From an optimization exercise on the open Yosys and OpenROAD flow, aimed at small area and a short achievable clock period; shortcuts taken in it are not production practice. RTL that was checked went through simulation tests only; none was proved equivalent to the original. Power and IR drop assume default switching activity.

the baseline:
Design fp_mul, start of the top module:
module fp_mul(
    input clk,
    input rst,
    input [31:0] a_s,
    input [31:0] b_s,
    output reg [31:0] c_out,
    output reg overflow
);
For scale: ~6100 sq um of cells after synthesis.
==> module fp_mul, before the edit <==
module fp_mul(
    input clk,
    input rst,
    input [31:0] a_s,
    input [31:0] b_s,
    output reg [31:0] c_out,
    output reg overflow
);
    localparam M = 12;    
    reg [4:0] cnt;
    reg  st, dn;                
    reg  stp;                   
    wire start = st;
    wire done  = dn;
    wire eadd  = (cnt != 5'd0) && (cnt <= 5'd8);
    reg [22:0] A;         
    reg [22:0] B;         
    reg [23:0] P;         
    reg        k;         
    reg        q24, q23;  
    reg [7:0]  X;         
    reg [7:0]  Y;         
    reg        cy;        
    reg        Z;         
    reg        sx, sr;    
    wire [23:0] pp = B[0] ? {1'b1, A} : 24'd0;
    wire [M-1:0] lo  = {1'b0, P[M-2:0]} + {1'b0, pp[M-2:0]};
    wire         s1  = P[M-1] ^ pp[M-1] ^ k;
    wire         c1  = (P[M-1] & pp[M-1]) | (P[M-1] & k) | (pp[M-1] & k);
    wire         sm  = s1 ^ lo[M-1];
    wire         c2  = s1 & lo[M-1];
    wire [24-M:0] hi = {1'b0, P[23:M]} + {1'b0, pp[23:M]} + {{(24-M){1'b0}}, c1};
    wire [24:0]  U   = {hi, sm, lo[M-2:0]};
    wire es = X[0] ^ Y[0] ^ (cy & eadd);
    wire ec = (X[0] & Y[0]) | (X[0] & cy) | (Y[0] & cy);
    always @(posedge clk) begin
        if (start) begin
            A  <= a_s[22:0];
            B  <= {1'b1, b_s[22:1]};
            X  <= a_s[30:23];
            Y  <= b_s[30:23];
            cy <= 1'b1;
            sx <= a_s[31];
            sr <= a_s[31] ^ b_s[31];
        end else begin
            B  <= {1'b0, B[22:1]};
            X  <= {es, X[7:1]};
            Y  <= {1'b0, Y[7:1]};
            if (eadd) cy <= ec;
        end
        if (stp) begin
            P  <= b_s[0] ? {1'b0, 1'b1, a_s[22:1]} : 24'd0;
            k  <= 1'b0;
        end else begin
            P  <= U[24:1];
            k  <= c2;
        end
        q24 <= U[0];
        q23 <= q24;
        if (cnt == 5'd1) Z <= (X == 8'd0) || (Y == 8'd0);
    end
    wire        p47 = P[22];
    wire [7:0]  e   = {~X[7], X[6:0]};
    wire        e8  = ~(cy ^ X[7]);
    wire        of  = e8 | (p47 & (&e));
    wire        zr  = Z | rst;
    wire        n1  = ~zr & p47;
    wire        n0  = ~zr & ~p47;
    wire [7:0]  eo  = (e & {8{~zr}}) + {7'd0, n1};
    wire [22:0] fr  = ({23{n1}} & {P[21:0], q24}) | ({23{n0}} & {P[20:0], q24, q23});
    always @(posedge clk) begin
        if (rst || done)
            cnt <= 5'd0;
        else
            cnt <= cnt + 5'd1;
        st <= rst | done;
        stp <= rst | (cnt == 5'd25);
        dn <= ~rst & (cnt == 5'd24);
        if (rst || done) begin
            c_out[31]    <= ~rst & (Z ? sx : sr);
            c_out[30:23] <= eo;
            c_out[22:0]  <= fr;
            overflow     <= ~rst & of;
        end
    end
endmodule
clock: 4.0 ns
lec_check: 0
cap_margin: 20
core_margin: 2
core_utilization: 40
setup_slack_margin: 2.1
slew_margin: 20
standard.sh (not shown) runs the stock make flow with config.mk's settings and CLKGATE_MAP_FILE= SYNTH_SCRIPT=/design/flow/synth_recipe.tcl, a recipe that flattens the netlist after the stock synthesis.
==> flow/flow/run.sh <==
#!/bin/bash
# Standard layout (the standard.sh), with these changes:
#  - port buffers made of sky130_fd_sc_hd__buf_1 cells instead of the default pick;
#  - clock tree leaves of clkbuf_8 under a clkbuf_16 root, no dummy loads;
#  - no mapping of adders to full/half-adder cells (abc maps them);
#  - abc maps the logic with flow/abc.script (no abc-level buffering or sizing;
#    the resizer does that after placement). Everything else in ORFS's scripts
#    folder is used unchanged, from a copy.
set -euo pipefail
cp -r "$FLOW_HOME/scripts" scripts_mod
cp flow/abc.script scripts_mod/abc_speed.script
export SCRIPTS_DIR="$PWD/scripts_mod"
export BUFFER_PORTS_ARGS="-buffer_cell sky130_fd_sc_hd__buf_1"
export CTS_ARGS="-sink_clustering_enable -repair_clock_nets -buf_list sky130_fd_sc_hd__clkbuf_8 -root_buf sky130_fd_sc_hd__clkbuf_16 -dont_use_dummy_load"
bash standard.sh ADDER_MAP_FILE= finish > standard_make.log 2>&1
==> flow/flow/abc.script <==
strash
dch
map -B 0.9
topo
stime -c
buffer -c
upsize -c
dnsize -c
diff inputs: the baseline => the candidate
-- flow/design.v --
<<< the baseline, line 10
    reg [4:0] cnt;
    reg  st, dn;                
    reg  stp;                   
    wire start = st;
    wire done  = dn;
>>> the candidate, line 10
    reg [4:0] cnt;
    reg  st, dn;                
    wire start = st;
    wire done  = dn;
<<< the baseline, line 43
            sx <= a_s[31];
            sr <= a_s[31] ^ b_s[31];
        end else begin
            B  <= {1'b0, B[22:1]};
>>> the candidate, line 42
            sx <= a_s[31];
            sr <= a_s[31] ^ b_s[31];
            P  <= b_s[0] ? {1'b0, 1'b1, a_s[22:1]} : 24'd0;
            k  <= 1'b0;
        end else begin
            B  <= {1'b0, B[22:1]};
<<< the baseline, line 48
            Y  <= {1'b0, Y[7:1]};
            if (eadd) cy <= ec;
        end
        if (stp) begin
            P  <= b_s[0] ? {1'b0, 1'b1, a_s[22:1]} : 24'd0;
            k  <= 1'b0;
        end else begin
            P  <= U[24:1];
            k  <= c2;
>>> the candidate, line 49
            Y  <= {1'b0, Y[7:1]};
            if (eadd) cy <= ec;
            P  <= U[24:1];
            k  <= c2;
<<< the baseline, line 75
            cnt <= cnt + 5'd1;
        st <= rst | done;
        stp <= rst | (cnt == 5'd25);
        dn <= ~rst & (cnt == 5'd24);
        if (rst || done) begin
>>> the candidate, line 71
            cnt <= cnt + 5'd1;
        st <= rst | done;
        dn <= ~rst & (cnt == 5'd24);
        if (rst || done) begin
--- outcome ---
The candidate: all stages complete, timing, DRC and antenna checks passed
Per the comparison of the candidate with the baseline, die area increased 59 sq um, total met3 wirelength after detailed routing increased 0.90%, portion of total power attributed to the clock network increased 0.4 points, global routing met1 resource utilization decreased 0.49 points.
Signal arrival time at the worst endpoint came out higher on the candidate than on the baseline.
| pin slew with the least headroom to its limit | the candidate vs the baseline | 0.44 ns lower |
Compared with the baseline, the candidate shows number of cells produced by synthesis that has gone up slightly.
For the baseline, only the layout was checked, not whether the RTL still works.

* * *

## old
fp_mul, a different RTL version from the one above (not shown whole).
For scale: about 770 cells after synthesis, ~130 flip-flops, roughly 99 I/O pins.
==> module fp_mul, before the edit <==
module fp_mul(
    input clk,
    input rst,
    input [31:0] a_s,
    input [31:0] b_s,
    output reg [31:0] c_out,
    output reg overflow
);
    localparam M = 12;    
    reg [4:0] cnt;
    reg  st, dn;                
    wire start = st;
    wire done  = dn;
    wire eadd  = (cnt != 5'd0) && (cnt <= 5'd8);
    reg [22:0] A;         
    reg [22:0] B;         
    reg [23:0] P;         
    reg        k;         
    reg        q24, q23;  
    reg [7:0]  X;         
    reg [7:0]  Y;         
    reg        cy;        
    reg        Z;         
    reg        sx, sr;    
    wire [23:0] pp = B[0] ? {1'b1, A} : 24'd0;
    wire [M-1:0] lo  = {1'b0, P[M-2:0]} + {1'b0, pp[M-2:0]};
    wire         s1  = P[M-1] ^ pp[M-1] ^ k;
    wire         c1  = (P[M-1] & pp[M-1]) | (P[M-1] & k) | (pp[M-1] & k);
    wire         sm  = s1 ^ lo[M-1];
    wire         c2  = s1 & lo[M-1];
    wire [24-M:0] hi = {1'b0, P[23:M]} + {1'b0, pp[23:M]} + {{(24-M){1'b0}}, c1};
    wire [24:0]  U   = {hi, sm, lo[M-2:0]};
    wire es = X[0] ^ Y[0] ^ (cy & eadd);
    wire ec = (X[0] & Y[0]) | (X[0] & cy) | (Y[0] & cy);
    always @(posedge clk) begin
        if (start) begin
            A  <= a_s[22:0];
            B  <= {1'b1, b_s[22:1]};
            X  <= a_s[30:23];
            Y  <= b_s[30:23];
            cy <= 1'b1;
            sx <= a_s[31];
            sr <= a_s[31] ^ b_s[31];
            P  <= b_s[0] ? {1'b0, 1'b1, a_s[22:1]} : 24'd0;
            k  <= 1'b0;
        end else begin
            B  <= {1'b0, B[22:1]};
            X  <= {es, X[7:1]};
            Y  <= {1'b0, Y[7:1]};
            if (eadd) cy <= ec;
            P  <= U[24:1];
            k  <= c2;
        end
        q24 <= U[0];
        q23 <= q24;
        if (cnt == 5'd1) Z <= (X == 8'd0) || (Y == 8'd0);
    end
    wire        p47 = P[22];
    wire [7:0]  e   = {~X[7], X[6:0]};
    wire        e8  = ~(cy ^ X[7]);
    wire [7:0]  eo  = e + {7'd0, p47};
    wire        of  = e8 | (p47 & (&e));
    wire [22:0] fr  = p47 ? {P[21:0], q24} : {P[20:0], q24, q23};
    wire        zr  = Z | rst;
    always @(posedge clk) begin
        if (rst || done)
            cnt <= 5'd0;
        else
            cnt <= cnt + 5'd1;
        st <= rst | done;
        dn <= ~rst & (cnt == 5'd24);
        if (rst || done) begin
            c_out[31]    <= ~rst & (Z ? sx : sr);
            c_out[30:23] <= zr ? 8'd0 : eo;
            c_out[22:0]  <= zr ? 23'd0 : fr;
            overflow     <= ~rst & of;
        end
    end
endmodule
clock: 4.0 ns
lec_check: 0
cap_margin: 20
core_margin: 2
core_utilization: 40
setup_slack_margin: 2.1
slew_margin: 20
Scripts as last shown in full above: flow/flow/run.sh, flow/flow/abc.script
Input changes introduced in new (baseline for comparison: old):
--- a/flow/design.v
+++ b/flow/design.v
@@ -12,4 +12,5 @@
     wire start = st;
     wire done  = dn;
+    wire fin   = done | rst;
     wire eadd  = (cnt != 5'd0) && (cnt <= 5'd8);
     reg [22:0] A;         
@@ -17,5 +18,5 @@
     reg [23:0] P;         
     reg        k;         
-    reg        q24, q23;  
+    reg        p23;       
     reg [7:0]  X;         
     reg [7:0]  Y;         
@@ -36,5 +37,5 @@
         if (start) begin
             A  <= a_s[22:0];
-            B  <= {1'b1, b_s[22:1]};
+            B  <= b_s[22:0];
             X  <= a_s[30:23];
             Y  <= b_s[30:23];
@@ -42,36 +43,47 @@
             sx <= a_s[31];
             sr <= a_s[31] ^ b_s[31];
-            P  <= b_s[0] ? {1'b0, 1'b1, a_s[22:1]} : 24'd0;
-            k  <= 1'b0;
         end else begin
-            B  <= {1'b0, B[22:1]};
+            B  <= {1'b1, B[22:1]};
             X  <= {es, X[7:1]};
             Y  <= {1'b0, Y[7:1]};
             if (eadd) cy <= ec;
-            P  <= U[24:1];
-            k  <= c2;
         end
-        q24 <= U[0];
-        q23 <= q24;
+        P   <= start ? 24'd0 : U[24:1];
+        k   <= ~start & c2;
+        p23 <= U[0];
         if (cnt == 5'd1) Z <= (X == 8'd0) || (Y == 8'd0);
     end
-    wire        p47 = P[22];
+    wire [24-M:0] pre;
+    genvar gi;
+    generate
+        for (gi = 0; gi <= 24 - M; gi = gi + 1) begin : pf
+            if (gi == 0) begin : z
+                assign pre[gi] = 1'b1;
+            end else begin : n
+                assign pre[gi] = &P[M-2+gi:M-1];
+            end
+        end
+    endgenerate
+    wire [23:0] PT = {P[23:M-1] ^ ({(25-M){k}} & pre), P[M-2:0]};
+    wire        zr  = Z | rst;
+    wire        p47 = PT[23];
+    wire        n1  = ~zr & p47;
+    wire        n0  = ~zr & ~p47;
     wire [7:0]  e   = {~X[7], X[6:0]};
     wire        e8  = ~(cy ^ X[7]);
-    wire [7:0]  eo  = e + {7'd0, p47};
+    wire [7:0]  eo  = (e & {8{~zr}}) + {7'd0, n1};
     wire        of  = e8 | (p47 & (&e));
-    wire [22:0] fr  = p47 ? {P[21:0], q24} : {P[20:0], q24, q23};
-    wire        zr  = Z | rst;
+    wire [22:0] fr  = ({23{n1}} & PT[22:0]) | ({23{n0}} & {PT[21:0], p23});
     always @(posedge clk) begin
-        if (rst || done)
+        if (fin)
             cnt <= 5'd0;
         else
             cnt <= cnt + 5'd1;
-        st <= rst | done;
+        st <= fin;
         dn <= ~rst & (cnt == 5'd24);
-        if (rst || done) begin
+        if (fin) begin
             c_out[31]    <= ~rst & (Z ? sx : sr);
-            c_out[30:23] <= zr ? 8'd0 : eo;
-            c_out[22:0]  <= zr ? 23'd0 : fr;
+            c_out[30:23] <= eo;
+            c_out[22:0]  <= fr;
             overflow     <= ~rst & of;
         end
Results
Between new and old, distinct cell type count of the synthesized netlist is higher for old, new comes in under that.
Compared with old, in new minimum clock period after layout went up 0.034 ns, post-route clock period utilization went up 0.86 points, worst hold-check slack went up 0.050 ns, post-synthesis net count went down 16, post-synthesis share of cell area spent on and, or, nand and nor gates went down 0.86 points.
Looking at net switching component of the power across new and old, the one that comes out higher is old.
When new is set beside old, its area fraction in compound gates after synthesis turns out to be 0.47 points smaller.
Worst-case setup margin in the final layout: new vs old down 0.034 ns
Delta (new minus old): number of buffer and inverter stages on the critical path decreased by 1 relative to the old numbers, wire length after detailed routing decreased by about 5% relative to the old numbers.
Compared with old, in new non-clock buffer count lower, power per standard cell area lower.
No functional check of the RTL was part of new.

* * *

The RTL this note starts from:
==> flow/design.v <==
module fp_mul(
    input clk,
    input rst,
    input [31:0] a_s,
    input [31:0] b_s,
    output reg [31:0] c_out,
    output reg overflow
);
    reg [4:0] cnt;
    wire start = (cnt == 5'd0);
    wire done  = (cnt == 5'd25);
    wire eadd  = (cnt != 5'd0) && (cnt <= 5'd8);
    reg [22:0] A;         
    reg [22:0] B;         
    reg [23:0] P;         
    reg        p23;       
    reg [7:0]  X;         
    reg [7:0]  Y;         
    reg        cy;        
    reg        Z;         
    reg        sx, sr;    
    wire [24:0] T = {1'b0, P} + {2'b01, A};
    wire [24:0] U = B[0] ? T : {1'b0, P};
    wire es = X[0] ^ Y[0] ^ (cy & eadd);
    wire ec = (X[0] & Y[0]) | (X[0] & cy) | (Y[0] & cy);
    always @(posedge clk) begin
        if (start) begin
            A  <= a_s[22:0];
            B  <= b_s[22:0];
            X  <= a_s[30:23];
            Y  <= b_s[30:23];
            cy <= 1'b1;
            sx <= a_s[31];
            sr <= a_s[31] ^ b_s[31];
            P  <= 24'd0;
        end else begin
            B  <= {1'b1, B[22:1]};
            X  <= {es, X[7:1]};
            Y  <= {1'b0, Y[7:1]};
            if (eadd) cy <= ec;
            P  <= U[24:1];
        end
        p23 <= U[0];
        if (cnt == 5'd1) Z <= (X == 8'd0) || (Y == 8'd0);
    end
    wire        p47 = P[23];
    wire [7:0]  e   = {~X[7], X[6:0]};
    wire        e8  = ~(cy ^ X[7]);
    wire [7:0]  eo  = e + {7'd0, p47};
    wire        of  = e8 | (p47 & (&e));
    wire [22:0] fr  = p47 ? P[22:0] : {P[21:0], p23};
    wire        zr  = Z | rst;
    always @(posedge clk) begin
        if (rst || done)
            cnt <= 5'd0;
        else
            cnt <= cnt + 5'd1;
        if (rst || done) begin
            c_out[31]    <= ~rst & (Z ? sx : sr);
            c_out[30:23] <= zr ? 8'd0 : eo;
            c_out[22:0]  <= zr ? 23'd0 : fr;
            overflow     <= ~rst & of;
        end
    end
endmodule
Settings: LEC_CHECK=0, ABC_CLOCK_PERIOD_IN_PS=1800, CAP_MARGIN=20, CORE_MARGIN=2, CORE_UTILIZATION=40, SETUP_SLACK_MARGIN=2.2, SLEW_MARGIN=20; clock period 4.0 ns.
==> flow/flow/run.sh <==
#!/bin/bash
# Standard layout, with the port buffers made of sky130_fd_sc_hd__buf_1 cells.
set -euo pipefail
export BUFFER_PORTS_ARGS="-buffer_cell sky130_fd_sc_hd__buf_1"
bash standard.sh > standard_make.log 2>&1
Edit:
--- a/flow/design.v
+++ b/flow/design.v
@@ -17,12 +17,12 @@
     reg [7:0]  X;         
     reg [7:0]  Y;         
     reg        cy;        
     reg        Z;         
     reg        sx, sr;    
-    wire [24:0] T = {1'b0, P} + {2'b01, A};
-    wire [24:0] U = B[0] ? T : {1'b0, P};
+    wire [23:0] pp = B[0] ? {1'b1, A} : 24'd0;
+    wire [24:0] T  = {1'b0, P} + {1'b0, pp};
     wire es = X[0] ^ Y[0] ^ (cy & eadd);
     wire ec = (X[0] & Y[0]) | (X[0] & cy) | (Y[0] & cy);
     always @(posedge clk) begin
         if (start) begin
             A  <= a_s[22:0];
@@ -36,30 +36,30 @@
         end else begin
             B  <= {1'b1, B[22:1]};
             X  <= {es, X[7:1]};
             Y  <= {1'b0, Y[7:1]};
             if (eadd) cy <= ec;
-            P  <= U[24:1];
+            P  <= T[24:1];
         end
-        p23 <= U[0];
+        p23 <= T[0];
         if (cnt == 5'd1) Z <= (X == 8'd0) || (Y == 8'd0);
     end
     wire        p47 = P[23];
     wire [7:0]  e   = {~X[7], X[6:0]};
     wire        e8  = ~(cy ^ X[7]);
     wire [7:0]  eo  = e + {7'd0, p47};
     wire        of  = e8 | (p47 & (&e));
     wire [22:0] fr  = p47 ? P[22:0] : {P[21:0], p23};
-    wire        zr  = Z | rst;
     always @(posedge clk) begin
         if (rst || done)
             cnt <= 5'd0;
         else
             cnt <= cnt + 5'd1;
-        if (rst || done) begin
-            c_out[31]    <= ~rst & (Z ? sx : sr);
-            c_out[30:23] <= zr ? 8'd0 : eo;
-            c_out[22:0]  <= zr ? 23'd0 : fr;
-            overflow     <= ~rst & of;
+        if (rst) begin
+            c_out    <= 32'd0;
+            overflow <= 1'b0;
+        end else if (done) begin
+            c_out    <= Z ? {sx, 31'd0} : {sr, eo, fr};
+            overflow <= of;
         end
     end
 endmodule
Result: Cell area is higher by about 2.4%; sequential share of layout area drops by 5.4 points; maximum frequency increases by about 8%; worst setup slack improves by 0.17 ns; power went down by 13%; utilization increases by 2.1 points; clock-buffer cell count climbs by 5; cell count is higher by about 7%; first-iteration DRC count drops by 7.8%.
The RTL of the first run of this note was laid out without a check of its function.

static timing again, ports no longer ideal:
Ports are ideal in the flow. The routed layouts listed here were re-timed in OpenROAD. Step 1 assumes that a clkbuf_16 drives the clock port and a buf_2 every other input. Step 2 adds t to the input delays and takes it off the output delays; t is the mean of the earliest and latest rising clock arrival at the registers after step 1. Input paths then give back, and output paths get back, about the clock's delay inside the block. a / b / c = ideal / step 1 / step 2; a / b = the first two.
| run | t (ns) | setup WS [ns] | worst register clock-pin slew, ns | worst data-port slew with drivers (ns) | pins driven straight from the clock port |
|---|---|---|---|---|---|
| the baseline | 0.400 | 2.121 / 2.119 / 1.719 | 0.08 / 0.08 | 0.06 | 1 |
| the candidate | 0.400 | 2.228 / 2.214 / 1.893 | 0.08 / 0.08 | 0.05 | 1 |
| old | 0.394 | 2.183 / 2.183 / 1.842 | 0.07 / 0.07 | 0.05 | 1 |
| new | 0.395 | 2.149 / 2.149 / 1.879 | 0.07 / 0.07 | 0.04 | 1 |
| the first run of note 3 | 0.462 | 1.617 / 1.617 / 1.617 | 0.06 / 0.06 | 0.04 | 1 |
| the second run of note 3 | 0.462 | 1.792 / 1.792 / 1.792 | 0.06 / 0.06 | 0.04 | 1 |
After both steps every run listed still meets setup and hold. The setup slack of the baseline, which loses most, moves by -0.002 ns with the drivers and by -0.402 ns with both steps.
